Context: an optimization exercise on an open-source flow, tuned for small area. The choices shown serve that exercise and are no tape-out recipe. The RTL was checked by simulation tests, not by an equivalence proof against the original design. Power is estimated from default activity; no workload was simulated.

==> design.v <==
module qos_chan (
    input            clk,
    input            rst_n,
    input            vin,
    input      [7:0] din,
    input            en,
    output reg       v,
    output reg       sync,
    output reg [7:0] b,
    output     [7:0] cnt,
    output reg [7:0] r2
);
    reg        hunt;
    reg  [7:0] pos;
    reg  [6:0] reps;
    wire is47   = (din == 8'h47);
    wire verif  = ~hunt & (pos == 8'h4c);
    wire locked = (reps == 7'h40);
    wire jump   = hunt | verif;
    always @(posedge clk or negedge rst_n) begin
        if (!rst_n) begin
            v    <= 1'b0;
            sync <= 1'b0;
            b    <= 8'd0;
            hunt <= 1'b1;
        end else begin
            v    <= vin;
            sync <= vin & verif & is47 & locked;
            if (vin) begin
                b <= din;
                if (jump) hunt <= ~is47;
            end
        end
    end
    always @(posedge clk) begin
        if (vin) begin
            pos <= jump ? 8'h00 : {pos[6:0], ~(pos[7] ^ pos[5] ^ pos[4] ^ pos[3])};
            if (hunt)
                reps <= 7'd0;
            else if (verif & is47 & ~locked)
                reps <= {reps[5:0], ~(reps[6] ^ reps[5])};
        end
    end
    reg  [1:0] pst;
    reg        first;
    reg  [3:0] prev;
    wire [7:0] live = r2 + {7'd0, pst[1] & pst[0]};
    assign cnt = en ? 8'd0 : live;
    always @(posedge clk or negedge rst_n) begin
        if (!rst_n) begin
            pst   <= 2'd0;
            first <= 1'b1;
            r2    <= 8'd0;
        end else begin
            r2 <= cnt;
            if (en) begin
                pst   <= 2'd0;
                first <= 1'b1;
            end else begin
                case (pst)
                    2'd0: if (sync) pst <= 2'd1;
                    2'd1: if (v & pos[2]) begin
                              pst <= (b[4] & ~first & (b[3:0] != prev + 4'd1)) ? 2'd2 : 2'd0;
                              if (b[4]) first <= 1'b0;
                          end
                    2'd2: if (v) pst <= 2'd3;
                    2'd3: pst <= 2'd0;
                endcase
            end
        end
    end
    always @(posedge clk)
        if ((pst == 2'd1) & v & pos[2] & b[4])
            prev <= b[3:0];
endmodule
module main_control (
    input             clk,
    input             rstn,
    input      [31:0] err_count,    
    input      [31:0] err_reg,      
    input      [3:0]  sync,
    input             mm_write_en,
    input             mm_read_en,
    input      [7:0]  mm_addr,
    input      [31:0] mm_wdata,
    output reg [31:0] mm_rdata,
    output reg [1:0]  mux_control,
    output reg        en_reset_counter
);
    reg  [31:0] cfg;
    reg  [19:0] ic;
    reg  [3:0]  sp_q;
    reg  [1:0]  ac_q;
    reg         fall;
    wire        fb   = cfg[0];
    wire        man  = cfg[1];
    wire [1:0]  mch  = cfg[3:2];
    wire [7:0]  prio = cfg[11:4];
    wire [19:0] rt   = cfg[31:12];
    wire [3:0] sp = en_reset_counter ? 4'd0 : (sp_q | sync);
    wire hit  = (ic == rt);
    wire fire = hit & (|rt);
    always @(posedge clk)
        ic <= (hit | mm_write_en) ? 20'd0 : ic + 20'd1;
    wire [7:0] e0 = err_count[7:0];
    wire [7:0] e1 = err_count[15:8];
    wire [7:0] e2 = err_count[23:16];
    wire [7:0] e3 = err_count[31:24];
    wire lt01 = e0 < e1, eq01 = e0 == e1;
    wire lt02 = e0 < e2, eq02 = e0 == e2;
    wire lt03 = e0 < e3, eq03 = e0 == e3;
    wire lt12 = e1 < e2, eq12 = e1 == e2;
    wire lt13 = e1 < e3, eq13 = e1 == e3;
    wire lt23 = e2 < e3, eq23 = e2 == e3;
    reg [15:0] win;
    always @(*) begin
        win = {16{~fb}};
        win[{2'd0,2'd1}] = lt01 | (eq01 & ~fb);
        win[{2'd1,2'd0}] = ~(lt01 | (eq01 & fb));
        win[{2'd0,2'd2}] = lt02 | (eq02 & ~fb);
        win[{2'd2,2'd0}] = ~(lt02 | (eq02 & fb));
        win[{2'd0,2'd3}] = lt03 | (eq03 & ~fb);
        win[{2'd3,2'd0}] = ~(lt03 | (eq03 & fb));
        win[{2'd1,2'd2}] = lt12 | (eq12 & ~fb);
        win[{2'd2,2'd1}] = ~(lt12 | (eq12 & fb));
        win[{2'd1,2'd3}] = lt13 | (eq13 & ~fb);
        win[{2'd3,2'd1}] = ~(lt13 | (eq13 & fb));
        win[{2'd2,2'd3}] = lt23 | (eq23 & ~fb);
        win[{2'd3,2'd2}] = ~(lt23 | (eq23 & fb));
    end
    function [1:0] pick(input [1:0] a, input [1:0] b, input [3:0] p, input [15:0] w);
        integer k;
        begin
            pick = 2'd0;
            for (k = 0; k < 16; k = k + 1)
                if ({a, b} == k[3:0])
                    pick = (!p[k[3:2]]) ? k[1:0] : (!p[k[1:0]]) ? k[3:2] : (w[k] ? k[3:2] : k[1:0]);
        end
    endfunction
    wire [1:0] p0  = pick(prio[7:6], prio[5:4], sp, win);
    wire [1:0] p1  = pick(prio[3:2], prio[1:0], sp, win);
    wire [1:0] sel = pick(p0, p1, sp, win);
    always @(posedge clk or negedge rstn) begin
        if (!rstn) begin
            cfg              <= {20'd0, 8'hE4, 4'd0};
            sp_q             <= 4'd0;
            ac_q             <= 2'd0;
            mux_control      <= 2'd0;
            en_reset_counter <= 1'b0;
            fall             <= 1'b0;
        end else begin
            if (mm_write_en && mm_addr == 8'h00)
                cfg <= mm_wdata;
            sp_q <= sp;
            ac_q <= mux_control;
            if (mm_write_en) begin
                en_reset_counter <= 1'b1;
                fall             <= 1'b1;
            end else if (man) begin
                mux_control <= mch;
            end else if (fall) begin
                mux_control      <= prio[1:0];
                fall             <= 1'b0;
                en_reset_counter <= 1'b0;
            end else begin
                en_reset_counter <= fire;
                if (fire) mux_control <= sel;
            end
        end
    end
    always @(posedge clk)
        if (rstn && mm_read_en) begin
            if      (mm_addr == 8'h00) mm_rdata <= cfg;
            else if (mm_addr == 8'h01) mm_rdata <= {26'd0, sp_q, ac_q};
            else if (mm_addr == 8'h02) mm_rdata <= err_reg;
        end
endmodule
module qos_core (
    input         clk,
    input         rst_n,
    input         valid1,
    input  [7:0]  ts_data1,
    input         valid2,
    input  [7:0]  ts_data2,
    input         valid3,
    input  [7:0]  ts_data3,
    input         valid4,
    input  [7:0]  ts_data4,
    input         mm_write_en,
    input         mm_read_en,
    input  [7:0]  mm_addr,
    input  [31:0] mm_wdata,
    output [31:0] mm_rdata,
    output        valid_out,
    output        syn_out,
    output [7:0]  ts_data_out
);
    wire [3:0]  v, s;
    wire [31:0] b, cnt, r2;
    wire [1:0]  mux_control;
    wire        en_reset_counter;
    qos_chan ch1 (.clk(clk), .rst_n(rst_n), .vin(valid1), .din(ts_data1), .en(en_reset_counter),
                  .v(v[0]), .sync(s[0]), .b(b[7:0]),   .cnt(cnt[7:0]),   .r2(r2[7:0]));
    qos_chan ch2 (.clk(clk), .rst_n(rst_n), .vin(valid2), .din(ts_data2), .en(en_reset_counter),
                  .v(v[1]), .sync(s[1]), .b(b[15:8]),  .cnt(cnt[15:8]),  .r2(r2[15:8]));
    qos_chan ch3 (.clk(clk), .rst_n(rst_n), .vin(valid3), .din(ts_data3), .en(en_reset_counter),
                  .v(v[2]), .sync(s[2]), .b(b[23:16]), .cnt(cnt[23:16]), .r2(r2[23:16]));
    qos_chan ch4 (.clk(clk), .rst_n(rst_n), .vin(valid4), .din(ts_data4), .en(en_reset_counter),
                  .v(v[3]), .sync(s[3]), .b(b[31:24]), .cnt(cnt[31:24]), .r2(r2[31:24]));
    main_control main_control_inst (
        .clk(clk), .rstn(rst_n),
        .err_count(cnt), .err_reg(r2), .sync(s),
        .mm_write_en(mm_write_en), .mm_read_en(mm_read_en),
        .mm_addr(mm_addr), .mm_wdata(mm_wdata), .mm_rdata(mm_rdata),
        .mux_control(mux_control), .en_reset_counter(en_reset_counter)
    );
    assign valid_out   = v[mux_control];
    assign syn_out     = s[mux_control];
    assign ts_data_out = b[mux_control*8 +: 8];
endmodule
==> flow/run.sh <==
#!/bin/bash
# Standard ORFS layout (the standard.sh, its synthesis unchanged) with:
#  - port buffers made from the smallest buffer, sky130_fd_sc_hd__buf_1;
#  - the combinational cells that synthesis upsized put back to their
#    smallest drive strength (downsize.sed; same function and pins,
#    flip-flops untouched) before floorplanning. Later repair steps size
#    them up again where timing, slew or capacitance needs it.
set -eo pipefail
cd "$(dirname "$0")/.."
export BUFFER_PORTS_ARGS="-buffer_cell sky130_fd_sc_hd__buf_1"
CTS_SIZE=$(sed -n 's/^export CTS_CLUSTER_SIZE *= *//p' config.mk)
CTS_DIAM=$(sed -n 's/^export CTS_CLUSTER_DIAMETER *= *//p' config.mk)
CTS_BUFS=$(sed -n 's/^export CTS_BUF_LIST *= *//p' config.mk)
export CTS_ARGS="-sink_clustering_enable -repair_clock_nets -dont_use_dummy_load -sink_clustering_size ${CTS_SIZE:-12} -sink_clustering_max_diameter ${CTS_DIAM:-60} -buf_list {${CTS_BUFS:-sky130_fd_sc_hd__clkbuf_8}}"
echo "CTS_ARGS=$CTS_ARGS" > run_settings.log

bash standard.sh synth > synth.log 2>&1
R=orfs/results/sky130hd/qos_core/base
cp $R/1_2_yosys.v yosys_before_downsize.v.log
sed -i -f flow/downsize.sed $R/1_2_yosys.v
diff yosys_before_downsize.v.log $R/1_2_yosys.v > downsize_diff.log || true
rm -f $R/1_synth.odb $R/1_synth.sdc
bash standard.sh > standard.log 2>&1
==> flow/downsize.sed <==
s/\bsky130_fd_sc_hd__a2111o_2\b/sky130_fd_sc_hd__a2111o_1/g
s/\bsky130_fd_sc_hd__a2111o_4\b/sky130_fd_sc_hd__a2111o_1/g
s/\bsky130_fd_sc_hd__a2111oi_1\b/sky130_fd_sc_hd__a2111oi_0/g
s/\bsky130_fd_sc_hd__a2111oi_2\b/sky130_fd_sc_hd__a2111oi_0/g
s/\bsky130_fd_sc_hd__a2111oi_4\b/sky130_fd_sc_hd__a2111oi_0/g
s/\bsky130_fd_sc_hd__a211o_2\b/sky130_fd_sc_hd__a211o_1/g
s/\bsky130_fd_sc_hd__a211o_4\b/sky130_fd_sc_hd__a211o_1/g
s/\bsky130_fd_sc_hd__a211oi_2\b/sky130_fd_sc_hd__a211oi_1/g
s/\bsky130_fd_sc_hd__a211oi_4\b/sky130_fd_sc_hd__a211oi_1/g
s/\bsky130_fd_sc_hd__a21bo_4\b/sky130_fd_sc_hd__a21bo_1/g
s/\bsky130_fd_sc_hd__a21boi_2\b/sky130_fd_sc_hd__a21boi_1/g
s/\bsky130_fd_sc_hd__a21boi_4\b/sky130_fd_sc_hd__a21boi_1/g
s/\bsky130_fd_sc_hd__a21o_2\b/sky130_fd_sc_hd__a21o_1/g
s/\bsky130_fd_sc_hd__a21o_4\b/sky130_fd_sc_hd__a21o_1/g
s/\bsky130_fd_sc_hd__a21oi_2\b/sky130_fd_sc_hd__a21oi_1/g
s/\bsky130_fd_sc_hd__a21oi_4\b/sky130_fd_sc_hd__a21oi_1/g
s/\bsky130_fd_sc_hd__a221o_2\b/sky130_fd_sc_hd__a221o_1/g
s/\bsky130_fd_sc_hd__a221o_4\b/sky130_fd_sc_hd__a221o_1/g
s/\bsky130_fd_sc_hd__a221oi_2\b/sky130_fd_sc_hd__a221oi_1/g
s/\bsky130_fd_sc_hd__a221oi_4\b/sky130_fd_sc_hd__a221oi_1/g
s/\bsky130_fd_sc_hd__a22o_2\b/sky130_fd_sc_hd__a22o_1/g
s/\bsky130_fd_sc_hd__a22o_4\b/sky130_fd_sc_hd__a22o_1/g
s/\bsky130_fd_sc_hd__a22oi_2\b/sky130_fd_sc_hd__a22oi_1/g
s/\bsky130_fd_sc_hd__a22oi_4\b/sky130_fd_sc_hd__a22oi_1/g
s/\bsky130_fd_sc_hd__a2bb2o_2\b/sky130_fd_sc_hd__a2bb2o_1/g
s/\bsky130_fd_sc_hd__a2bb2o_4\b/sky130_fd_sc_hd__a2bb2o_1/g
s/\bsky130_fd_sc_hd__a2bb2oi_2\b/sky130_fd_sc_hd__a2bb2oi_1/g
s/\bsky130_fd_sc_hd__a2bb2oi_4\b/sky130_fd_sc_hd__a2bb2oi_1/g
s/\bsky130_fd_sc_hd__a311o_2\b/sky130_fd_sc_hd__a311o_1/g
s/\bsky130_fd_sc_hd__a311o_4\b/sky130_fd_sc_hd__a311o_1/g
s/\bsky130_fd_sc_hd__a311oi_2\b/sky130_fd_sc_hd__a311oi_1/g
s/\bsky130_fd_sc_hd__a311oi_4\b/sky130_fd_sc_hd__a311oi_1/g
s/\bsky130_fd_sc_hd__a31o_4\b/sky130_fd_sc_hd__a31o_1/g
s/\bsky130_fd_sc_hd__a31oi_2\b/sky130_fd_sc_hd__a31oi_1/g
s/\bsky130_fd_sc_hd__a31oi_4\b/sky130_fd_sc_hd__a31oi_1/g
s/\bsky130_fd_sc_hd__a32o_2\b/sky130_fd_sc_hd__a32o_1/g
s/\bsky130_fd_sc_hd__a32o_4\b/sky130_fd_sc_hd__a32o_1/g
s/\bsky130_fd_sc_hd__a32oi_2\b/sky130_fd_sc_hd__a32oi_1/g
s/\bsky130_fd_sc_hd__a32oi_4\b/sky130_fd_sc_hd__a32oi_1/g
s/\bsky130_fd_sc_hd__a41o_2\b/sky130_fd_sc_hd__a41o_1/g
s/\bsky130_fd_sc_hd__a41o_4\b/sky130_fd_sc_hd__a41o_1/g
s/\bsky130_fd_sc_hd__a41oi_2\b/sky130_fd_sc_hd__a41oi_1/g
s/\bsky130_fd_sc_hd__a41oi_4\b/sky130_fd_sc_hd__a41oi_1/g
s/\bsky130_fd_sc_hd__and2_2\b/sky130_fd_sc_hd__and2_1/g
s/\bsky130_fd_sc_hd__and2_4\b/sky130_fd_sc_hd__and2_1/g
s/\bsky130_fd_sc_hd__and2b_2\b/sky130_fd_sc_hd__and2b_1/g
s/\bsky130_fd_sc_hd__and2b_4\b/sky130_fd_sc_hd__and2b_1/g
s/\bsky130_fd_sc_hd__and3_2\b/sky130_fd_sc_hd__and3_1/g
s/\bsky130_fd_sc_hd__and3_4\b/sky130_fd_sc_hd__and3_1/g
s/\bsky130_fd_sc_hd__and3b_2\b/sky130_fd_sc_hd__and3b_1/g
s/\bsky130_fd_sc_hd__and3b_4\b/sky130_fd_sc_hd__and3b_1/g
s/\bsky130_fd_sc_hd__and4_2\b/sky130_fd_sc_hd__and4_1/g
s/\bsky130_fd_sc_hd__and4_4\b/sky130_fd_sc_hd__and4_1/g
s/\bsky130_fd_sc_hd__and4b_2\b/sky130_fd_sc_hd__and4b_1/g
s/\bsky130_fd_sc_hd__and4b_4\b/sky130_fd_sc_hd__and4b_1/g
s/\bsky130_fd_sc_hd__and4bb_4\b/sky130_fd_sc_hd__and4bb_1/g
s/\bsky130_fd_sc_hd__fa_2\b/sky130_fd_sc_hd__fa_1/g
s/\bsky130_fd_sc_hd__fa_4\b/sky130_fd_sc_hd__fa_1/g
s/\bsky130_fd_sc_hd__ha_2\b/sky130_fd_sc_hd__ha_1/g
s/\bsky130_fd_sc_hd__ha_4\b/sky130_fd_sc_hd__ha_1/g
s/\bsky130_fd_sc_hd__maj3_2\b/sky130_fd_sc_hd__maj3_1/g
s/\bsky130_fd_sc_hd__maj3_4\b/sky130_fd_sc_hd__maj3_1/g
s/\bsky130_fd_sc_hd__mux2_4\b/sky130_fd_sc_hd__mux2_1/g
s/\bsky130_fd_sc_hd__mux2_8\b/sky130_fd_sc_hd__mux2_1/g
s/\bsky130_fd_sc_hd__mux2i_2\b/sky130_fd_sc_hd__mux2i_1/g
s/\bsky130_fd_sc_hd__mux2i_4\b/sky130_fd_sc_hd__mux2i_1/g
s/\bsky130_fd_sc_hd__mux4_4\b/sky130_fd_sc_hd__mux4_2/g
s/\bsky130_fd_sc_hd__mux4_1\b/sky130_fd_sc_hd__mux4_2/g
s/\bsky130_fd_sc_hd__nand2_2\b/sky130_fd_sc_hd__nand2_1/g
s/\bsky130_fd_sc_hd__nand2_4\b/sky130_fd_sc_hd__nand2_1/g
s/\bsky130_fd_sc_hd__nand2_8\b/sky130_fd_sc_hd__nand2_1/g
s/\bsky130_fd_sc_hd__nand2b_2\b/sky130_fd_sc_hd__nand2b_1/g
s/\bsky130_fd_sc_hd__nand2b_4\b/sky130_fd_sc_hd__nand2b_1/g
s/\bsky130_fd_sc_hd__nand3_2\b/sky130_fd_sc_hd__nand3_1/g
s/\bsky130_fd_sc_hd__nand3_4\b/sky130_fd_sc_hd__nand3_1/g
s/\bsky130_fd_sc_hd__nand3b_2\b/sky130_fd_sc_hd__nand3b_1/g
s/\bsky130_fd_sc_hd__nand3b_4\b/sky130_fd_sc_hd__nand3b_1/g
s/\bsky130_fd_sc_hd__nand4_2\b/sky130_fd_sc_hd__nand4_1/g
s/\bsky130_fd_sc_hd__nand4_4\b/sky130_fd_sc_hd__nand4_1/g
s/\bsky130_fd_sc_hd__nand4b_2\b/sky130_fd_sc_hd__nand4b_1/g
s/\bsky130_fd_sc_hd__nand4b_4\b/sky130_fd_sc_hd__nand4b_1/g
s/\bsky130_fd_sc_hd__nand4bb_2\b/sky130_fd_sc_hd__nand4bb_1/g
s/\bsky130_fd_sc_hd__nand4bb_4\b/sky130_fd_sc_hd__nand4bb_1/g
s/\bsky130_fd_sc_hd__nor2_2\b/sky130_fd_sc_hd__nor2_1/g
s/\bsky130_fd_sc_hd__nor2_4\b/sky130_fd_sc_hd__nor2_1/g
s/\bsky130_fd_sc_hd__nor2_8\b/sky130_fd_sc_hd__nor2_1/g
s/\bsky130_fd_sc_hd__nor2b_2\b/sky130_fd_sc_hd__nor2b_1/g
s/\bsky130_fd_sc_hd__nor2b_4\b/sky130_fd_sc_hd__nor2b_1/g
s/\bsky130_fd_sc_hd__nor3_2\b/sky130_fd_sc_hd__nor3_1/g
s/\bsky130_fd_sc_hd__nor3_4\b/sky130_fd_sc_hd__nor3_1/g
s/\bsky130_fd_sc_hd__nor3b_2\b/sky130_fd_sc_hd__nor3b_1/g
s/\bsky130_fd_sc_hd__nor3b_4\b/sky130_fd_sc_hd__nor3b_1/g
s/\bsky130_fd_sc_hd__nor4_2\b/sky130_fd_sc_hd__nor4_1/g
s/\bsky130_fd_sc_hd__nor4_4\b/sky130_fd_sc_hd__nor4_1/g
s/\bsky130_fd_sc_hd__nor4b_2\b/sky130_fd_sc_hd__nor4b_1/g
s/\bsky130_fd_sc_hd__nor4b_4\b/sky130_fd_sc_hd__nor4b_1/g
s/\bsky130_fd_sc_hd__nor4bb_2\b/sky130_fd_sc_hd__nor4bb_1/g
s/\bsky130_fd_sc_hd__nor4bb_4\b/sky130_fd_sc_hd__nor4bb_1/g
s/\bsky130_fd_sc_hd__o2111a_2\b/sky130_fd_sc_hd__o2111a_1/g
s/\bsky130_fd_sc_hd__o2111a_4\b/sky130_fd_sc_hd__o2111a_1/g
s/\bsky130_fd_sc_hd__o2111ai_2\b/sky130_fd_sc_hd__o2111ai_1/g
s/\bsky130_fd_sc_hd__o2111ai_4\b/sky130_fd_sc_hd__o2111ai_1/g
s/\bsky130_fd_sc_hd__o211a_4\b/sky130_fd_sc_hd__o211a_1/g
s/\bsky130_fd_sc_hd__o211ai_2\b/sky130_fd_sc_hd__o211ai_1/g
s/\bsky130_fd_sc_hd__o211ai_4\b/sky130_fd_sc_hd__o211ai_1/g
s/\bsky130_fd_sc_hd__o21a_2\b/sky130_fd_sc_hd__o21a_1/g
s/\bsky130_fd_sc_hd__o21a_4\b/sky130_fd_sc_hd__o21a_1/g
s/\bsky130_fd_sc_hd__o21ai_2\b/sky130_fd_sc_hd__o21ai_1/g
s/\bsky130_fd_sc_hd__o21ai_4\b/sky130_fd_sc_hd__o21ai_1/g
s/\bsky130_fd_sc_hd__o21ba_4\b/sky130_fd_sc_hd__o21ba_1/g
s/\bsky130_fd_sc_hd__o21bai_2\b/sky130_fd_sc_hd__o21bai_1/g
s/\bsky130_fd_sc_hd__o21bai_4\b/sky130_fd_sc_hd__o21bai_1/g
s/\bsky130_fd_sc_hd__o221a_4\b/sky130_fd_sc_hd__o221a_1/g
s/\bsky130_fd_sc_hd__o221ai_2\b/sky130_fd_sc_hd__o221ai_1/g
s/\bsky130_fd_sc_hd__o221ai_4\b/sky130_fd_sc_hd__o221ai_1/g
s/\bsky130_fd_sc_hd__o22a_2\b/sky130_fd_sc_hd__o22a_1/g
s/\bsky130_fd_sc_hd__o22a_4\b/sky130_fd_sc_hd__o22a_1/g
s/\bsky130_fd_sc_hd__o22ai_2\b/sky130_fd_sc_hd__o22ai_1/g
s/\bsky130_fd_sc_hd__o22ai_4\b/sky130_fd_sc_hd__o22ai_1/g
s/\bsky130_fd_sc_hd__o2bb2a_2\b/sky130_fd_sc_hd__o2bb2a_1/g
s/\bsky130_fd_sc_hd__o2bb2a_4\b/sky130_fd_sc_hd__o2bb2a_1/g
s/\bsky130_fd_sc_hd__o2bb2ai_2\b/sky130_fd_sc_hd__o2bb2ai_1/g
s/\bsky130_fd_sc_hd__o2bb2ai_4\b/sky130_fd_sc_hd__o2bb2ai_1/g
s/\bsky130_fd_sc_hd__o311a_2\b/sky130_fd_sc_hd__o311a_1/g
s/\bsky130_fd_sc_hd__o311a_4\b/sky130_fd_sc_hd__o311a_1/g
s/\bsky130_fd_sc_hd__o311ai_2\b/sky130_fd_sc_hd__o311ai_1/g
s/\bsky130_fd_sc_hd__o311ai_4\b/sky130_fd_sc_hd__o311ai_1/g
s/\bsky130_fd_sc_hd__o31a_2\b/sky130_fd_sc_hd__o31a_1/g
s/\bsky130_fd_sc_hd__o31a_4\b/sky130_fd_sc_hd__o31a_1/g
s/\bsky130_fd_sc_hd__o31ai_2\b/sky130_fd_sc_hd__o31ai_1/g
s/\bsky130_fd_sc_hd__o31ai_4\b/sky130_fd_sc_hd__o31ai_1/g
s/\bsky130_fd_sc_hd__o32a_2\b/sky130_fd_sc_hd__o32a_1/g
s/\bsky130_fd_sc_hd__o32a_4\b/sky130_fd_sc_hd__o32a_1/g
s/\bsky130_fd_sc_hd__o32ai_2\b/sky130_fd_sc_hd__o32ai_1/g
s/\bsky130_fd_sc_hd__o32ai_4\b/sky130_fd_sc_hd__o32ai_1/g
s/\bsky130_fd_sc_hd__o41a_2\b/sky130_fd_sc_hd__o41a_1/g
s/\bsky130_fd_sc_hd__o41a_4\b/sky130_fd_sc_hd__o41a_1/g
s/\bsky130_fd_sc_hd__o41ai_2\b/sky130_fd_sc_hd__o41ai_1/g
s/\bsky130_fd_sc_hd__o41ai_4\b/sky130_fd_sc_hd__o41ai_1/g
s/\bsky130_fd_sc_hd__or2_4\b/sky130_fd_sc_hd__or2_1/g
s/\bsky130_fd_sc_hd__or2b_2\b/sky130_fd_sc_hd__or2b_1/g
s/\bsky130_fd_sc_hd__or2b_4\b/sky130_fd_sc_hd__or2b_1/g
s/\bsky130_fd_sc_hd__or3_2\b/sky130_fd_sc_hd__or3_1/g
s/\bsky130_fd_sc_hd__or3_4\b/sky130_fd_sc_hd__or3_1/g
s/\bsky130_fd_sc_hd__or3b_4\b/sky130_fd_sc_hd__or3b_1/g
s/\bsky130_fd_sc_hd__or4_2\b/sky130_fd_sc_hd__or4_1/g
s/\bsky130_fd_sc_hd__or4_4\b/sky130_fd_sc_hd__or4_1/g
s/\bsky130_fd_sc_hd__or4b_4\b/sky130_fd_sc_hd__or4b_1/g
s/\bsky130_fd_sc_hd__or4bb_2\b/sky130_fd_sc_hd__or4bb_1/g
s/\bsky130_fd_sc_hd__or4bb_4\b/sky130_fd_sc_hd__or4bb_1/g
s/\bsky130_fd_sc_hd__xnor2_2\b/sky130_fd_sc_hd__xnor2_1/g
s/\bsky130_fd_sc_hd__xnor2_4\b/sky130_fd_sc_hd__xnor2_1/g
s/\bsky130_fd_sc_hd__xnor3_2\b/sky130_fd_sc_hd__xnor3_1/g
s/\bsky130_fd_sc_hd__xnor3_4\b/sky130_fd_sc_hd__xnor3_1/g
s/\bsky130_fd_sc_hd__xor2_2\b/sky130_fd_sc_hd__xor2_1/g
s/\bsky130_fd_sc_hd__xor2_4\b/sky130_fd_sc_hd__xor2_1/g
s/\bsky130_fd_sc_hd__xor3_2\b/sky130_fd_sc_hd__xor3_1/g
s/\bsky130_fd_sc_hd__xor3_4\b/sky130_fd_sc_hd__xor3_1/g
==> standard.sh <==
#!/bin/bash
# synth_recipe.tcl (not shown) runs the flow's synth.tcl, then flattens the netlist and writes it again
# the make line also repeats each setting of config.mk as NAME=value (left out here)
make -C /OpenROAD-flow-scripts/flow DESIGN_CONFIG=/design/flow/config.mk WORK_HOME=/design/flow/orfs CLKGATE_MAP_FILE= SYNTH_SCRIPT=/design/flow/synth_recipe.tcl "${@:-finish}"
==> config.mk <==
export PLATFORM = sky130hd
export DESIGN_NAME = qos_core
export DESIGN_NICKNAME = qos_core
export VERILOG_FILES = /design/flow/design.v
export SDC_FILE = /design/flow/constraint.sdc
export NUM_CORES = 4
export LEC_CHECK = 0
export CAP_MARGIN = 20
export CORE_MARGIN = 2
export CORE_UTILIZATION = 60
export CTS_BUF_LIST = sky130_fd_sc_hd__clkbuf_8
export CTS_CLUSTER_DIAMETER = 60
export CTS_CLUSTER_SIZE = 18
export SLEW_MARGIN = 20
==> constraint.sdc <==
create_clock -name core_clock -period 8.0 [get_ports {clk}]
set_input_delay 1.6000 -clock core_clock [delete_from_list [all_inputs] [get_ports {clk}]]
set_output_delay 1.6000 -clock core_clock [all_outputs]
set_load 0.01 [all_outputs]
==> results of run 1 <==
## layout make-up
| type | count | area share |
|---|---|---|
| inverters | 44 | 0.01151 |
| flip-flops and latches | 258 | 0.4817 |
| well taps | 280 | 0.02442 |
| diodes | 1 | 0.0001744 |
| repair buffers | 133 | 0.03802 |
| multi-input cells | 854 | 0.4221 |
| clock buffers | 23 | 0.02206 |
## where the power goes
group	switching [mW]	leakage, nW	total, mW	internal [mW]
clock network	0.408	0.165	0.665	0.257
registers	0.0997	2.87	1.58	1.48
logic	0.185	2.95	0.347	0.162
## cell usage after synthesis, drive strengths merged, types with 15 or more instances
cell,instances
nand2,120
dfrtp,118
edfxtp,108
nor2,74
mux2,60
ha,59
xor2,55
xnor2,50
nor2b,49
a21oi,46
nand3,45
inv,43
o21ai,32
clkbuf,27
nor4,25
nand3b,23
dfxtp,20
and2,19
or2,19
and3,17
nor3,17
nand4,15
## worst max-delay path by stage
stage,from,to,cells after the start
global route,ch1.pst[1],main_control_inst.mux_control[0],18
CTS,ch4.pst[1],main_control_inst.mux_control[1],17
detailed placement,ch4.pst[1],main_control_inst.mux_control[1],17
finish,ch3.pst[1],main_control_inst.mux_control[0],18
floorplan,mm_addr[7],main_control_inst.mm_rdata[0],3
global placement,ch4.pst[1],main_control_inst.mux_control[0],16
## routing by layer
| metal | GRT usage | part of all wire | routed length (microns) | up-vias |
|---|---|---|---|---|
| li1 | - | - | - | 4542 |
| met1 | 0.3885 | 0.44 | 14160 | 4647 |
| met2 | 0.4459 | 0.46 | 14830 | 312 |
| met3 | 0.04579 | 0.063 | 2012 | 63 |
| met4 | 0.08157 | 0.028 | 897 | 0 |
| met5 | 0 | 0 | 0 | - |
## stage by stage
| step | util | cell area (sq um) |
|---|---|---|
| after floorplan | - | 13270 |
| after global placement | 0.6446 | 14020 |
| after detailed placement | 0.6446 | 14020 |
| after CTS | 0.6591 | 14340 |
| after global routing | 0.6594 | 14350 |
| final | 0.6595 | 14350 |
## kinds of logic (layout without fill, tap and decap cells)
kind of cell,count (synthesis),after routing
other,0,1
xor gates and xnor gates,105,105
muxes,79,79
adders and majority gates,59,59
DFF,258,258
buffers and inverters,82,200
and+or+nand+nor,457,457
AOI/OAI and AO/OA,154,154
## placed cells by master, fill, tap and decap left out, types with 16 or more instances in the layout
cell        n
or2_2      19
nand2_1   120
nor2b_1    49
buf_1     120
dfrtp_1   118
a21oi_1    46
and2_1     19
ha_1       59
nand3_1    45
edfxtp_1  108
nor4_1     25
inv_1      42
o21ai_0    31
and3_1     17
nor3_1     16
clkbuf_8   23
xnor2_1    50
dfxtp_1    20
mux2_2     60
nor2_1     74
nand3b_1   23
xor2_1     55
## worst register-to-register path: stages, from the launching register on
cell and delay [ns]:
dfrtp_1 0.40, and2_1 0.19, ha_1 0.18, and3_1 0.21, nand3_1 0.11, xor2_1 0.15, or2_2 0.31, ha_1 0.33
nand2_1 0.07, o21ai_0 0.41, or3_1 0.18, a2bb2oi_1 0.47, nor2_1 0.09, a2111oi_0 0.81, and2_1 0.34, a211o_1 0.13
a221oi_1 0.09, nor4b_1 0.29, a21oi_1 0.10
==> results.json, run 1 <==
{
  "outcome": "complete, no violations",
  "synth_cell_types": 75,
  "fin_crit_ns": 5.003,
  "post-place-ws_ns": 3.053,
  "antenna_found_initial": 1,
  "cts-htree-levels": 1,
  "hold-path-endpoint": "ch3.first",
  "hold_depth": 2,
  "syn_nets": 1333,
  "path_max_fanout": 6,
  "cts_sinks": 258,
  "cp-start-kind": "flop",
  "die_area_sq_um": 23310,
  "numCtsBuffers": 23,
  "synth_area_sq_um": 13270,
  "final-seq-area_sq_um": 6912,
  "worstPathRequired_ns": 8.40,
  "arrival_ns": 5.40,
  "setup_ws_ns": 2.997,
  "cts_resized": 0,
  "place_inst": 1568,
  "synth_top_area_cell": "edfxtp_1",
  "post_cts_buffers": 0,
  "synthSimpleGateAreaFrac": 0.1788,
  "async_flop_share": 0.5039,
  "regToRegStartpoint": "ch3.pst[1]",
  "setup_viol": 0,
  "rows": 54,
  "fin_nets": 1453,
  "cts_root_buffer": "clkbuf_8",
  "cts_tree": "done",
  "cp.buffers_inverters": 0,
  "grt_pass1_wl_mm": 51.61,
  "grt-ovfl-total": 0,
  "hpwl_mm": 24.03,
  "grt_max_degree": 64,
  "ir_drop_mv": 0.1518,
  "syn_inst": 1194,
  "p_leak_nw": 5.993,
  "path_delay_family": "compound AO/OA/AOI/OAI gates",
  "drtPass1Iterations": 5,
  "maxSlewViolCount": 0,
  "hp-start": "ch3.first",
  "fin_crit_sh": 0.6254,
  "grt_usage": 0.2760,
  "fillCellCount": 1783,
  "wl_per_cell_microns": 20.03,
  "layout.cells.non_filler": 1593,
  "slew-limit-headroom": 0.2689,
  "critPathCaptureType": "flop",
  "r2r_slack_ns": 3.00,
  "synth_compound_area_frac": 0.08232,
  "numPortBuffers": 121,
  "setup_tns_ns": 0,
  "clock_latency_ns": 0.57,
  "crit_chain": "and2_1 -> ha_1 -> and3_1 -> nand3_1 -> xor2_1 -> or2_2 -> ha_1 -> nand2_1 -> o21ai_0 -> or3_1 -> a2bb2oi_1 -> nor2_1 -> a2111oi_0 -> and2_1 -> a211o_1 -> a221oi_1 -> nor4b_1 -> a21oi_1",
  "rr_worst_depth": 18,
  "multi_input_area_sq_um": 6056,
  "hp-class": "reg -> reg",
  "synth_edf_count": 108,
  "holdWs_ns": 0.4592,
  "synth_xor_area_frac": 0.06932,
  "io_pins": 122,
  "avgSynthCellArea_sq_um": 11.11,
  "skew_ns": 0.06127,
  "drt_wl_total_mm": 31.90,
  "critical_path.slowest_cell": "a2111oi_0",
  "synthMuxAreaShare": 0.07409,
  "total_power_mw": 2.590,
  "ys_ff_latch": 258,
  "rsz0062_at_grt": "false",
  "yosysSeqAreaShare": 0.5167,
  "ctsHoldBuffers": 0,
  "clock.fmax_ghz": 0.1999,
  "initial_core_util": 0.6097,
  "ys_dominant_reg_cell": "dfrtp_1",
  "tightest_slew_ns": 1.080,
  "yosys-top-cells-area": "edfxtp_1, dfrtp_1, ha_1, mux2_2, xor2_1",
  "cts_max_path_buffers": 3,
  "drt_iter0_markers": 720,
  "die_h_microns": 152.7,
  "maxCapViolations": 0,
  "area_growth_pct": 8.159,
  "critical_path_class": "reg -> reg",
  "synth_top_family_by_area": "simple AND/OR/NAND/NOR gates",
  "ys_warn_count": 2,
  "slowest_delay_ns": 0.81,
  "ys_area_sq_um": 13380,
  "hold_viol": 0,
  "coreArea_sq_um": 21760,
  "synth.top_cell.area_share": 0.2425,
  "path_clk_slew_ns": 0.08,
  "reg2reg_to": "main_control_inst.mux_control[0]",
  "antenna_left": 0,
  "drive_gt1_frac": 0.1098,
  "place.gp.congestion": 0.9182,
  "largestRegisters": "main_control_inst.cfg x32, main_control_inst.mm_rdata x32, main_control_inst.ic x20",
  "synthAdderAreaFrac": 0.05519,
  "viasPerCell": 6.004,
  "die_w_microns": 152.7,
  "drc": 0,
  "p_per_area_nw_per_um2": 180.5,
  "grt_pass1_vias": 9572,
  "via_count": 9564
}
==> run 2: changes to the inputs <==
==> flow/run.sh (replaced) <==
#!/bin/bash
# Standard ORFS layout (the standard.sh) with:
#  - the standard synthesis (standard.sh synth), then its combinational
#    logic re-mapped by ABC with an area-oriented script (remap.ys); the
#    flip-flops are kept as blackboxes, so their names and cell types stay
#    those of the standard synthesis;
#  - the combinational cells put back to their smallest drive strength
#    (downsize.sed; same function and pins) before floorplanning; later
#    repair steps size them up where timing, slew or capacitance needs it;
#  - port buffers made from the smallest buffer, sky130_fd_sc_hd__buf_1;
set -eo pipefail
cd "$(dirname "$0")/.."
WORK=$(pwd)
export BUFFER_PORTS_ARGS="-buffer_cell sky130_fd_sc_hd__buf_1"
CTS_SIZE=$(sed -n 's/^export CTS_CLUSTER_SIZE *= *//p' config.mk)
CTS_DIAM=$(sed -n 's/^export CTS_CLUSTER_DIAMETER *= *//p' config.mk)
CTS_BUFS=$(sed -n 's/^export CTS_BUF_LIST *= *//p' config.mk)
export CTS_ARGS="-sink_clustering_enable -repair_clock_nets -dont_use_dummy_load -sink_clustering_size ${CTS_SIZE:-12} -sink_clustering_max_diameter ${CTS_DIAM:-60} -buf_list {${CTS_BUFS:-sky130_fd_sc_hd__clkbuf_8}}"
echo "CTS_ARGS=$CTS_ARGS" > run_settings.log

bash standard.sh synth > synth.log 2>&1
R=orfs/results/sky130hd/qos_core/base

YOSYS=$(command -v yosys || echo /OpenROAD-flow-scripts/tools/install/yosys/bin/yosys)
mkdir -p remap
cp $R/1_2_yosys.v remap/in.v
ln -sf ${FLOW_HOME:-/OpenROAD-flow-scripts/flow}/platforms/sky130hd/lib/sky130_fd_sc_hd__tt_025C_1v80.lib remap/lib.lib
cp flow/remap.ys remap/
(cd remap && "$YOSYS" -l remap.log -s remap.ys > /dev/null 2>&1)
(cd remap && "$YOSYS" -l check.log -p "read_liberty -lib lib.lib; read_verilog out.v; hierarchy -top qos_core; check -assert -mapped" > /dev/null 2>&1)
rm -f remap/lib.lib
sed -f flow/downsize.sed remap/out.v > $R/1_2_yosys.v
rm -f $R/1_synth.odb $R/1_synth.sdc
bash standard.sh > standard.log 2>&1
==> flow/remap.ys (new file) <==
# Re-map the combinational logic of the standard synthesis netlist for area.
# Flip-flops stay as they are (blackboxes), with their names and cell types.
read_liberty -ignore_miss_func lib.lib
blackbox sky130_fd_sc_hd__df* sky130_fd_sc_hd__edf* sky130_fd_sc_hd__sdf* sky130_fd_sc_hd__sedf* sky130_fd_sc_hd__dl*
read_verilog in.v
hierarchy -top qos_core
flatten
opt -purge
abc -liberty lib.lib -dont_use sky130_fd_sc_hd__lpflow* -dont_use sky130_fd_sc_hd__probe* -script +strash;dch,-f;map,-a,-B,0;topo;strash;dch,-f;map,-a;
opt_clean -purge
hilomap -singleton -hicell sky130_fd_sc_hd__conb_1 HI -locell sky130_fd_sc_hd__conb_1 LO
splitnets
opt_clean -purge
insbuf -buf sky130_fd_sc_hd__buf_4 A X
stat -liberty lib.lib
write_verilog -noattr -nohex -nodec out.v
==> run 2 against run 1 <==
Global-route usage grew 1.2 points. Combinational power shrank 32%. Clock skew shrank 0.016 ns. Register-to-register slack lost 1.2 ns. Clock power shrank 3.6%. Synthesized cell count grew 21%. Flip-flop and latch count is the same. Critical path type unchanged. Sequential share of layout area grew 2.1 points.
==> results.json, run 2 <==
{
  "numCtsBuffers": 21,
  "tightest_slew_ns": 1.062,
  "grt_usage": 0.2882,
  "cts_sinks": 258,
  "critical_path_class": "reg -> reg",
  "rsz0062_at_grt": "false",
  "drt_iter0_markers": 800,
  "post_cts_buffers": 0,
  "slowest_delay_ns": 0.65,
  "fin_crit_sh": 0.7816,
  "viasPerCell": 5.664,
  "io_pins": 122,
  "grt_pass1_wl_mm": 51.13,
  "wl_per_cell_microns": 16.53,
  "path_max_fanout": 4,
  "hold_viol": 0,
  "drc": 0,
  "wl_met1_mm": 13.67,
  "drtPass1Iterations": 6,
  "drive_gt1_frac": 0.03822,
  "via_count": 10570,
  "layout_common_cells": "clkinv_1, nor2_1, nand2_1, o21ai_0, buf_1",
  "p_leak_nw": 4.812,
  "setup_viol": 0,
  "diodes": 0,
  "coreArea_sq_um": 20360,
  "cts_tree": "done",
  "setup_tns_ns": 0,
  "path_clk_slew_ns": 0.08,
  "cts_max_path_buffers": 3,
  "arrival_ns": 6.68,
  "syn_nets": 1521,
  "area_growth_pct": 9.598,
  "hp-class": "reg -> reg",
  "die_h_microns": 148.6,
  "cp_common_cell": "clkinv_1",
  "grt_pass1_vias": 10380,
  "ys_warn_count": 2,
  "ir_drop_mv": 0.1443,
  "skew_ns": 0.04530,
  "switching_share": 0.2603,
  "drt_wl_total_mm": 30.85,
  "pwr-share-comb": 0.100,
  "die_area_sq_um": 22070,
  "antenna_found_initial": 0,
  "critPathCaptureType": "flop",
  "synth_area_sq_um": 12540,
  "r2r_slack_ns": 1.75,
  "antenna_left": 0,
  "post-place-ws_ns": 1.933,
  "fin_crit_ns": 6.253,
  "die_w_microns": 148.6,
  "setup_ws_ns": 1.747,
  "final_common_cell": "clkinv_1",
  "largestRegisters": "main_control_inst.cfg x32, main_control_inst.mm_rdata x32, main_control_inst.ic x20",
  "critical_path.slowest_cell": "o311ai_0",
  "outcome": "complete, no violations",
  "maxCapViolations": 0,
  "sequentialPowerShare": 0.630,
  "p_int_mw": 1.753,
  "p_clk_frac": 0.271,
  "avgSynthCellArea_sq_um": 8.703,
  "ctsHoldBuffers": 0,
  "place.gp.congestion": 0.9113,
  "grt-ovfl-total": 0,
  "cts_root_buffer": "clkbuf_8",
  "syn_inst": 1441,
  "p_switching_uw": 616.8,
  "rows": 52,
  "maxSlewViolCount": 0,
  "route.met3.wl_mm": 1.816,
  "dr_wl_met2_mm": 14.36,
  "cp-start-kind": "flop",
  "topRoutingLayerUsed": "met4",
  "holdWs_ns": 0.4814,
  "fin_nets": 1678,
  "hpwl_mm": 23.04,
  "slew-limit-headroom": 0.2900,
  "initial_core_util": 0.6158,
  "clock.fmax_ghz": 0.1599,
  "p_per_area_nw_per_um2": 172.4,
  "numPortBuffers": 121,
  "cts_resized": 0,
  "worstPathRequired_ns": 8.43,
  "clock_latency_ns": 0.56,
  "cts-htree-levels": 1,
  "grt_max_degree": 66
}
==> run 2: power groups by stage <==
stage | logic, mW | clock network, mW | registers [mW]
after floorplan | 0.142 | 0 | 1.50
after global placement | 0.231 | 0 | 1.52
after CTS | 0.237 | 0.656 | 1.49
final | 0.237 | 0.641 | 1.49
after detailed placement | 0.235 | 0 | 1.52
after global routing | 0.269 | 0.701 | 1.50
==> run 2: worst max-delay path, delay by kind of cell (launching register included) <==
family	cells	cell delay [ns]
AOI/OAI and AO/OA	8	2.04
and+or+nand+nor	12	2.21
DFF	1	0.41
buffers and inverters	9	1.10
xor gates and xnor gates	1	0.38
==> run 2: layout make-up <==
| class | count | area, sq um |
|---|---|---|
| clock buffers | 21 | 289.0 |
| multi-input cells | 924 | 4678 |
| fillers | 1706 | 6620 |
| well taps | 270 | 337.8 |
| inverters | 259 | 972.2 |
| flip-flops and latches | 258 | 6912 |
| repair buffers | 134 | 555.5 |
==> run 2: worst paths after layout <==
| path | startpoint | end | cells after the start |
|---|---|---|---|
| setup / recovery | ch2.pst[1] | main_control_inst.mux_control[0] | 30 |
| hold / removal | ch3.b[5] | ch3.b[5] | 2 |
| setup reg to reg | ch2.pst[1] | main_control_inst.mux_control[0] | 30 |
| hold reg to reg | ch3.b[5] | ch3.b[5] | 2 |
| max in group asynchronous | rst_n | ch1.b[3] | 3 |
| min in group asynchronous | rst_n | main_control_inst.cfg[20] | 1 |
==> run 2: metrics by stage <==
stage | cell area, sq um | total power, mW | utilization | cells
2_1_floorplan | 12540 | 1.646 | - | 1441
3_3_place_gp | 13460 | 1.749 | 0.6607 | 1845
3_5_place_dp | 13460 | 1.754 | 0.6607 | 1845
4_1_cts | 13740 | 2.384 | 0.6749 | 1866
5_1_grt | 13740 | 2.471 | 0.6749 | 1866
6_report | 13740 | 2.369 | 0.6749 | 1866
==> run 2: per-layer routing <==
metal / vias up / track usage
met5: - / 0
met4: 0 / 0.08857
met3: 63 / 0.03865
met2: 353 / 0.4729
met1: 4897 / 0.4047
li1: 5256 / -
==> run 3: changes to the inputs <==
--- a/flow/remap.ys
+++ b/flow/remap.ys
@@ -6,7 +6,7 @@
 hierarchy -top qos_core
 flatten
 opt -purge
-abc -liberty lib.lib -dont_use sky130_fd_sc_hd__lpflow* -dont_use sky130_fd_sc_hd__probe* -script +strash;dch,-f;map,-a,-B,0;topo;strash;dch,-f;map,-a;
+abc -liberty lib.lib -dont_use sky130_fd_sc_hd__lpflow* -dont_use sky130_fd_sc_hd__probe* -script +strash;ifraig;dc2;dch,-f;map,-a,-B,0;topo;strash;ifraig;dc2;dch,-f;map,-a,-B,0;topo;strash;dc2;dch,-f;map,-a;
 opt_clean -purge
 hilomap -singleton -hicell sky130_fd_sc_hd__conb_1 HI -locell sky130_fd_sc_hd__conb_1 LO
 splitnets
==> run 3 against run 2 <==
Still clean. Utilization shrank 0.31 points. Combinational power rose by 3%. Sequential power hardly changed. Highest routed layer unchanged. Clock power rose by 1%. Total power is 0.86% higher. Hold slack worse by 0.066 ns. Sequential share of layout area is 0.39 points higher. Clock skew is 0.051 ns higher. Via count shrank 0.16%. Register-to-register slack got worse by 0.46 ns. Fmax is 6.9% lower. First-iteration DRC count decreased by 18%.
==> results.json, run 3 <==
{
  "fin_nets": 1668,
  "rows": 52,
  "viasPerCell": 5.685,
  "fin_crit_sh": 0.8391,
  "slew-limit-headroom": 0.3155,
  "rsz0062_at_grt": "false",
  "critPathCaptureType": "flop",
  "grt_pass1_vias": 10080,
  "hold_depth": 0,
  "cts_tree": "done",
  "cts_root_buffer": "clkbuf_8",
  "place_inst": 1834,
  "die_area_sq_um": 21900,
  "design_area_sq_um": 13640,
  "final_common_cell": "clkinv_1",
  "setup_viol": 0,
  "ys_warn_count": 2,
  "setup_ws_ns": 1.287,
  "tightest_slew_ns": 1.019,
  "cp_common_cell": "clkinv_1",
  "cts_resized": 0,
  "place.gp.congestion": 0.9655,
  "ctsHoldBuffers": 0,
  "layout.cells.non_filler": 1856,
  "numCtsBuffers": 22,
  "path_clk_slew_ns": 0.11,
  "setup_tns_ns": 0,
  "clock_latency_ns": 0.57,
  "initial_core_util": 0.6129,
  "antenna_found_initial": 0,
  "syn_nets": 1513,
  "clock.fmax_ghz": 0.1490,
  "post_cts_buffers": 0,
  "hold-path-endpoint": "main_control_inst.ac_q[1]",
  "io_pins": 122,
  "p_leak_nw": 4.725,
  "slowest_delay_ns": 0.72,
  "grt_max_degree": 66,
  "regToRegStartpoint": "ch4.pst[0]",
  "cts_sinks": 258,
  "coreArea_sq_um": 20300,
  "reg2reg_to": "main_control_inst.mux_control[0]",
  "wl_per_cell_microns": 16.83,
  "fin_crit_ns": 6.713,
  "avgSynthCellArea_sq_um": 8.682,
  "area_growth_pct": 9.625,
  "placed_area_sq_um": 13330,
  "p_per_area_nw_per_um2": 175.2,
  "largestRegisters": "main_control_inst.cfg x32, main_control_inst.mm_rdata x32, main_control_inst.ic x20",
  "critical_path_class": "reg -> reg",
  "hp-start": "main_control_inst.mux_control[1]",
  "diodes": 0,
  "rr_worst_depth": 31,
  "critical_path.slowest_cell": "a2111oi_0",
  "antenna_left": 0,
  "hp-class": "reg -> reg",
  "hpwl_mm": 23.32,
  "grt_usage": 0.2885,
  "ir_drop_mv": 0.1562,
  "cp-start-kind": "flop",
  "cts-htree-levels": 1,
  "grt-ovfl-total": 0,
  "layout_common_cells": "clkinv_1, nor2_1, nand2_1, buf_1, dfrtp_1",
  "die_h_microns": 148.0,
  "post-place-ws_ns": 1.538,
  "via_count": 10550,
  "drt_wl_total_mm": 31.24,
  "drt_iter0_markers": 660,
  "worstPathRequired_ns": 8.43,
  "drc": 0,
  "numPortBuffers": 121,
  "maxSlewViolCount": 0,
  "path_max_fanout": 7,
  "r2r_slack_ns": 1.29,
  "skew_ns": 0.09625,
  "arrival_ns": 7.14,
  "hold_viol": 0,
  "die_w_microns": 148.0,
  "grt_pass1_wl_mm": 50.67,
  "drive_gt1_frac": 0.03909,
  "syn_inst": 1433,
  "cts_max_path_buffers": 3,
  "synth_area_sq_um": 12440,
  "maxCapViolations": 0,
  "outcome": "complete, no violations",
  "drtPass1Iterations": 7
}
[run 3: power by group]
group | switching (mW) | internal (mW)
sequential | 0.0554 | 1.44
clock | 0.404 | 0.246
combinational | 0.166 | 0.0787
total | 0.625 | 1.76
[run 3: metal layers]
layer	part of all wire	vias to the layer above	track usage
li1	-	5193	-
met1	0.44	4902	0.4045
met2	0.46	382	0.4704
met3	0.064	75	0.03519
met4	0.036	0	0.09952
met5	0	-	0
[run 3: final cells by class]
cell class	instances	area, sq um
timing repair buffer	131	533.0
sequential	258	6912
multi-input combinational	895	4502
tap	270	337.8
fill	1758	6661
inverter	280	1051
clock buffer	22	302.8
[run 3: how the worst max path moves through the flow]
stage	slack, ns	from	cells after the start	endpoint
global placement	1.76	ch4.pst[1]	31	main_control_inst.mux_control[0]
CTS	1.48	ch4.pst[0]	31	main_control_inst.mux_control[0]
floorplan	1.56	mm_addr[2]	8	main_control_inst.cfg[0]
global route	0.34	ch4.pst[0]	31	main_control_inst.mux_control[0]
detailed placement	1.54	ch4.pst[1]	31	main_control_inst.mux_control[0]
finish	1.29	ch4.pst[0]	31	main_control_inst.mux_control[0]
[run 3: stage by stage]
stage                 util  hold WS [ns]  power, mW
finish              0.6718        0.4156      2.390
global route        0.6718        0.4137      2.489
CTS                 0.6718        0.4177      2.402
detailed placement  0.6569        0.4429      1.767
global placement    0.6569        0.4390      1.762
floorplan                -        0.3817      1.652
[run 3: worst max-delay path, delay by kind of cell, from the launching register on]
family / cells / cell delay, ns
compound gates: 8 / 2.17
buf+inv: 9 / 1.05
simple gates: 14 / 2.90
flops: 1 / 0.45

==> afterwards: timing with drivers on the ports <==
The flow's constraints put no driver on any port. The routed layouts listed below were extracted and timed again, unchanged, in two steps. Step 1 assumes that a clkbuf_16 drives the clock port and a buf_2 every other input. Step 2 moves the port delays by t, midway between the first and last clock arrival at a register: inputs arrive t later, outputs are due t later. That takes back most of the time a late clock gives input paths. a / b / c = ideal / step 1 / step 2; a / b = the first two.
run	shift t [ns]	setup WS [ns]	hold slack, ns	worst data-port slew with drivers (ns)	pins driven straight from the clock port
run 1	0.582	2.997 / 2.997 / 2.997	0.459 / 0.459 / 0.459	0.07	1
run 2	0.579	1.747 / 1.747 / 1.747	0.481 / 0.481 / 0.481	0.04	1
run 3	0.568	1.287 / 1.287 / 1.287	0.416 / 0.416 / 0.416	0.04	1
After both steps setup and hold are still met in every run listed.
